This design comes from an exercise in tuning for small area and a short achievable clock period on the open sky130 flow, not from production work.
The RTL was checked by simulation tests, not by an equivalence proof against the original design.

## final_log
module final_log(clk, reset, base, in_data, out_data);
    input clk, reset;
    input [1:0] base;
    input [31:0] in_data;
    output reg [31:0] out_data;
    function [20:0] tn0;
        input [1:0] b;
        input [2:0] d;    
        begin
            case ({b[1], b[1] ? 1'b0 : b[0], d})
                5'b00000: tn0 = 21'h1fffff;
                5'b00001: tn0 = 21'h1d2eba;
                5'b00010: tn0 = 21'h1e730d;
                5'b00011: tn0 = 21'h1ba1c8;
                5'b00100: tn0 = 21'h1f2e7a;
                5'b00101: tn0 = 21'h1c5d35;
                5'b00110: tn0 = 21'h1da188;
                5'b00111: tn0 = 21'h1ad043;
                5'b01000: tn0 = 21'h1fffff;
                5'b01001: tn0 = 21'h198336;
                5'b01010: tn0 = 21'h1c6e00;
                5'b01011: tn0 = 21'h15f137;
                5'b01100: tn0 = 21'h1e1d8f;
                5'b01101: tn0 = 21'h17a0c6;
                5'b01110: tn0 = 21'h1a8b90;
                5'b01111: tn0 = 21'h140ec7;
                5'b10000: tn0 = 21'h1fffff;
                5'b10001: tn0 = 21'h16a3fd;
                5'b10010: tn0 = 21'h1ad961;
                5'b10011: tn0 = 21'h117d5f;
                5'b10100: tn0 = 21'h1d47fc;
                5'b10101: tn0 = 21'h13ebfa;
                5'b10110: tn0 = 21'h18215e;
                5'b10111: tn0 = 21'hec55c;
                default: tn0 = 21'h1fffff;
            endcase
        end
    endfunction
    function [17:0] tn1;
        input [1:0] b;
        input [3:0] d;    
        begin
            case ({b[1], b[1] ? 1'b0 : b[0], d})
                6'b000000: tn1 = 18'h3ffff;
                6'b000001: tn1 = 18'h39427;
  ...
Settings: LEC_CHECK=0, ABC_AREA=1, CAP_MARGIN=20, CORE_MARGIN=2, CORE_UTILIZATION=40, CTS_BUF_LIST=sky130_fd_sc_hd__clkbuf_8, CTS_CLUSTER_DIAMETER=200, CTS_CLUSTER_SIZE=30, GPL_TIMING_DRIVEN=0, SLEW_MARGIN=20; clock period 60.0 ns.
standard.sh (not shown) runs the stock make flow with config.mk's settings and CLKGATE_MAP_FILE= SYNTH_SCRIPT=/design/flow/synth_recipe.tcl, a recipe that flattens the netlist after the stock synthesis.
==> flow/flow/run.sh <==
#!/bin/bash
set -euo pipefail
bash standard.sh SETUP_SLACK_MARGIN=37 "BUFFER_PORTS_ARGS=-buffer_cell sky130_fd_sc_hd__buf_1" SKIP_GATE_CLONING=1 finish > run.log 2>&1
Change:
==> flow/flow/run.sh (replaced) <==
#!/bin/bash
set -euo pipefail
bash standard.sh SETUP_SLACK_MARGIN=38 "BUFFER_PORTS_ARGS=-buffer_cell sky130_fd_sc_hd__buf_1" SKIP_GATE_CLONING=1 finish > run.log 2>&1
Settings changed: GPL_TIMING_DRIVEN 0 to not set.
Setup slack gets better by 0.55 ns.
Die area does not change.
Clock-buffer cell count does not change.
Wire length stays flat.
Sequential cell count stays the same.
Change:
==> flow/flow/run.sh (replaced) <==
#!/bin/bash
set -euo pipefail
bash standard.sh SETUP_SLACK_MARGIN=37 "BUFFER_PORTS_ARGS=-buffer_cell sky130_fd_sc_hd__buf_1" SKIP_GATE_CLONING=1 finish > run.log 2>&1
After rerunning: Final area shrinks by 7.4%. Cell count fell by 1.7%. Critical path depth went down by 17. Worst hold slack got worse by 0.017 ns. Global-route usage falls by 0.34 points. Wire length went down by 3.9%.
Change:
==> flow/flow/run.sh (replaced) <==
#!/bin/bash
set -euo pipefail
bash standard.sh SETUP_SLACK_MARGIN=36 "BUFFER_PORTS_ARGS=-buffer_cell sky130_fd_sc_hd__buf_1" SKIP_GATE_CLONING=1 finish > run.log 2>&1
What happened: Worst setup slack degrades by 0.81 ns. Final area goes down slightly. Global-route usage hardly moves.

---

Another version of the RTL of final_log (not shown whole).
For scale: roughly 1,900 cells after synthesis, roughly 68 I/O pins, roughly 13,000 µm² of cells after synthesis.
Settings: LEC_CHECK=0, ABC_AREA=1, CAP_MARGIN=20, CORE_MARGIN=2, CORE_UTILIZATION=60, SLEW_MARGIN=20; clock period 60.0 ns.
==> flow/flow/run.sh <==
#!/bin/bash
# The standard layout (the standard.sh: ORFS from synthesis to the final
# layout, unchanged), with ORFS's timing repair asked to leave 35 ns of setup
# slack instead of none, so that it sizes and buffers the critical paths.
# The ORFS logs keep each tool's output; run.log keeps make's.
set -euo pipefail
bash standard.sh SETUP_SLACK_MARGIN=35 finish > run.log 2>&1
Next try:
==> flow/flow/run.sh (replaced) <==
#!/bin/bash
set -euo pipefail
bash standard.sh SETUP_SLACK_MARGIN=35 "BUFFER_PORTS_ARGS=-buffer_cell sky130_fd_sc_hd__buf_1" SKIP_GATE_CLONING=1 finish > run.log 2>&1
Settings changed: CORE_UTILIZATION 60 to 40.
After rerunning: Cell area came out lower by about 3.6%; first-iteration DRC count came out lower by about 9%; worst setup slack is better by 0.36 ns; via count came out lower by 3.4%; synthesized area stays the same; fmax came out higher by about 1.5%; routed wire length came out lower by 1.7%; critical path depth came out lower by 3; utilization came out lower by 25 points; count of clock-buffer cells in the layout does not change.
Next try:
==> flow/flow/run.sh (replaced) <==
#!/bin/bash
# The standard layout (the standard.sh: ORFS from synthesis to the final
# layout, unchanged), with ORFS's timing repair asked to leave 35 ns of setup
# slack instead of none, so that it sizes and buffers the critical paths.
# The ORFS logs keep each tool's output; run.log keeps make's.
set -euo pipefail
bash standard.sh SETUP_SLACK_MARGIN=35 finish > run.log 2>&1
Settings changed: ABC_AREA 1 to not set.
First-iteration DRC count went up by 31%.
Wire length went up by 16%.
Die area went up by 1.2%.
Synthesized area went up by 1.2%.
Via count went up by 5.0%.
Setup slack loses 1.2 ns.
Utilization went up by 7.6 points.

---

job 101:
final_log, a different RTL version from the one above (not shown whole).
Size: about 1900 cells after synthesis, about 30 flip-flops, ~68 I/O pins.
Settings: LEC_CHECK=0, ABC_AREA=1, CAP_MARGIN=20, CORE_MARGIN=2, CORE_UTILIZATION=40, CTS_BUF_LIST=sky130_fd_sc_hd__clkbuf_8, CTS_CLUSTER_DIAMETER=200, CTS_CLUSTER_SIZE=30, SLEW_MARGIN=20; clock period 60.0 ns.
==> flow/flow/run.sh <==
#!/bin/bash
set -euo pipefail
bash standard.sh SETUP_SLACK_MARGIN=36 "BUFFER_PORTS_ARGS=-buffer_cell sky130_fd_sc_hd__buf_1" SKIP_GATE_CLONING=1 finish > run.log 2>&1
Modified inputs, job 102 compared to job 101
# job 101
export LEC_CHECK = 0
export ABC_AREA = 1
export CAP_MARGIN = 20
export CORE_MARGIN = 2
export CORE_UTILIZATION = 40
export CTS_BUF_LIST = sky130_fd_sc_hd__clkbuf_8
export CTS_CLUSTER_DIAMETER = 200
export CTS_CLUSTER_SIZE = 30
export SLEW_MARGIN = 20
create_clock -name core_clock -period 60.0 [get_ports {clk}]
# job 102
export LEC_CHECK = 0
export ABC_AREA = 1
export CAP_MARGIN = 20
export CORE_MARGIN = 2
export CORE_UTILIZATION = 40
export CTS_BUF_LIST = sky130_fd_sc_hd__clkbuf_8
export CTS_CLUSTER_DIAMETER = 200
export CTS_CLUSTER_SIZE = 30
export SETUP_SLACK_MARGIN = 5
export SLEW_MARGIN = 20
create_clock -name core_clock -period 60.0 [get_ports {clk}]
==> flow/run.sh (new file) <==
#!/bin/bash
# synth_recipe.tcl (not shown) runs the flow's synth.tcl, then flattens the netlist and writes it again
# the make line also repeats each setting of config.mk as NAME=value (left out here)
make -C /OpenROAD-flow-scripts/flow DESIGN_CONFIG=/design/flow/config.mk WORK_HOME=/design/flow/orfs CLKGATE_MAP_FILE= SYNTH_SCRIPT=/design/flow/synth_recipe.tcl finish
removed: flow/flow/run.sh
removed: flow/standard.sh
==> results.txt <==
Summary: global-route wire length before repair, job 102 worse than job 101. Job 101 has a lower sum of met3 wire segment lengths after detailed routing than job 102. Of job 101 and job 102, job 101 shows the lower global-route usage, with job 102 above it. Delta (job 102 minus job 101): detailed-router iteration count before antenna repair shrank by 1. Job 102: minimum clock period after layout is 1860 ps higher than what job 101 reported.
Input-level comparison between job 103 and job 102:
# job 102
export LEC_CHECK = 0
export ABC_AREA = 1
export CAP_MARGIN = 20
export CORE_MARGIN = 2
export CORE_UTILIZATION = 40
export CTS_BUF_LIST = sky130_fd_sc_hd__clkbuf_8
export CTS_CLUSTER_DIAMETER = 200
export CTS_CLUSTER_SIZE = 30
export SETUP_SLACK_MARGIN = 5
export SLEW_MARGIN = 20
create_clock -name core_clock -period 60.0 [get_ports {clk}]
# job 103
export LEC_CHECK = 0
export ABC_AREA = 1
export CAP_MARGIN = 20
export CORE_MARGIN = 2
export CORE_UTILIZATION = 40
export CTS_BUF_LIST = sky130_fd_sc_hd__clkbuf_8
export CTS_CLUSTER_DIAMETER = 200
export CTS_CLUSTER_SIZE = 30
export SLEW_MARGIN = 20
create_clock -name core_clock -period 60.0 [get_ports {clk}]
==> flow/flow/run.sh (new file) <==
#!/bin/bash
set -euo pipefail
bash standard.sh SETUP_SLACK_MARGIN=37 "BUFFER_PORTS_ARGS=-buffer_cell sky130_fd_sc_hd__buf_1" SKIP_GATE_CLONING=1 finish > run.log 2>&1
==> flow/standard.sh (new file) <==
#!/bin/bash
# synth_recipe.tcl (not shown) runs the flow's synth.tcl, then flattens the netlist and writes it again
# the make line also repeats each setting of config.mk as NAME=value (left out here)
make -C /OpenROAD-flow-scripts/flow DESIGN_CONFIG=/design/flow/config.mk WORK_HOME=/design/flow/orfs CLKGATE_MAP_FILE= SYNTH_SCRIPT=/design/flow/synth_recipe.tcl "${@:-finish}"
removed: flow/run.sh
--- outcome ---
Job 103: arrival time of the worst setup path lower than job 102. Job 103 against job 102: share of the core filled with cells higher, worst setup slack after layout higher, worst hold slack lower.
### job 103 -> job 104
# job 103
export LEC_CHECK = 0
export ABC_AREA = 1
export CAP_MARGIN = 20
export CORE_MARGIN = 2
export CORE_UTILIZATION = 40
export CTS_BUF_LIST = sky130_fd_sc_hd__clkbuf_8
export CTS_CLUSTER_DIAMETER = 200
export CTS_CLUSTER_SIZE = 30
export SLEW_MARGIN = 20
create_clock -name core_clock -period 60.0 [get_ports {clk}]
# job 104
export LEC_CHECK = 0
export ABC_AREA = 1
export CAP_MARGIN = 20
export CORE_MARGIN = 2
export CORE_UTILIZATION = 40
export CTS_BUF_LIST = sky130_fd_sc_hd__clkbuf_8
export CTS_CLUSTER_DIAMETER = 200
export CTS_CLUSTER_SIZE = 30
export PLACE_DENSITY = 0.85
export SLEW_MARGIN = 20
create_clock -name core_clock -period 60.0 [get_ports {clk}]
==> flow/flow/run.sh <==
#!/bin/bash
set -euo pipefail
bash standard.sh SETUP_SLACK_MARGIN=36 "BUFFER_PORTS_ARGS=-buffer_cell sky130_fd_sc_hd__buf_1" SKIP_GATE_CLONING=1 finish > run.log 2>&1
[summary]
- The synthesis-to-layout area growth of job 104 falls short of that of job 103 by 4.8 points.
- The number of buffers inserted during clock tree synthesis was comparable across job 104 and job 103.
- Of job 104 and job 103, it is job 104 that has the higher met2 capacity usage during global routing.
- The faster design of the two is job 103; job 104 tops out lower.
- [compare] base=job 103 new=job 104: tightest hold margin rose 4.2 ps, clock period minus worst slack went up by 800 ps.

-- static timing again, ports no longer ideal --
The results above use ideal ports. As a check the final layouts listed here were re-extracted and re-timed, cells and wires unchanged.
Step 1 assumes that a clkbuf_16 drives the clock port and a buf_2 every other input.
Step 2, shift: input delay + t, output delay - t, t = (earliest + latest rising clock arrival at the registers) / 2. This alone moves slack from input paths to output paths.
a / b / c = no drivers / after step 1 / after step 2; a / b = the first two.
| run | shift t [ns] | setup slack, ns | hold WS [ns] | worst setup path after step 2 | slew at the worst register clock pin (ns) |
|---|---|---|---|---|---|
| the first run of note 1 | 0.340 | 37.813 / 37.829 / 37.489 | 11.776 / 11.779 / 12.119 | input to register | 0.08 / 0.08 |
| the second run of note 1 | 0.349 | 38.358 / 38.360 / 38.012 | 11.758 / 11.747 / 12.096 | input to register | 0.10 / 0.10 |
| the third run of note 1 | 0.350 | 37.828 / 37.789 / 37.513 | 11.740 / 11.727 / 12.077 | input to register | 0.10 / 0.10 |
| the fourth run of note 1 | 0.345 | 37.016 / 36.979 / 36.742 | 11.752 / 11.741 / 12.086 | input to register | 0.10 / 0.10 |
| the first run of note 2 | 0.315 | 35.580 / 35.542 / 35.857 | 12.154 / 12.138 / 12.453 | register to output | 0.05 / 0.05 |
| the second run of note 2 | 0.327 | 35.941 / 35.898 / 36.172 | 11.753 / 11.730 / 12.057 | input to register | 0.06 / 0.06 |
| the third run of note 2 | 0.321 | 34.694 / 34.650 / 34.971 | 12.114 / 12.092 / 12.413 | register to output | 0.05 / 0.05 |
| job 101 | 0.332 | 36.806 / 36.810 / 36.478 | 11.738 / 11.722 / 12.054 | input to register | 0.08 / 0.08 |
| job 102 | 0.326 | 34.941 / 34.918 / 34.592 | 12.071 / 12.064 / 12.390 | input to register | 0.08 / 0.08 |
| job 103 | 0.331 | 37.484 / 37.500 / 37.169 | 11.737 / 11.722 / 12.053 | input to register | 0.08 / 0.08 |
| job 104 | 0.336 | 36.689 / 36.705 / 36.369 | 11.741 / 11.726 / 12.062 | input to register | 0.08 / 0.08 |
After both steps setup and hold are still met in every run listed. For job 102, which loses most, drivers alone change the setup slack by -0.023 ns; drivers and shift together by -0.349 ns.
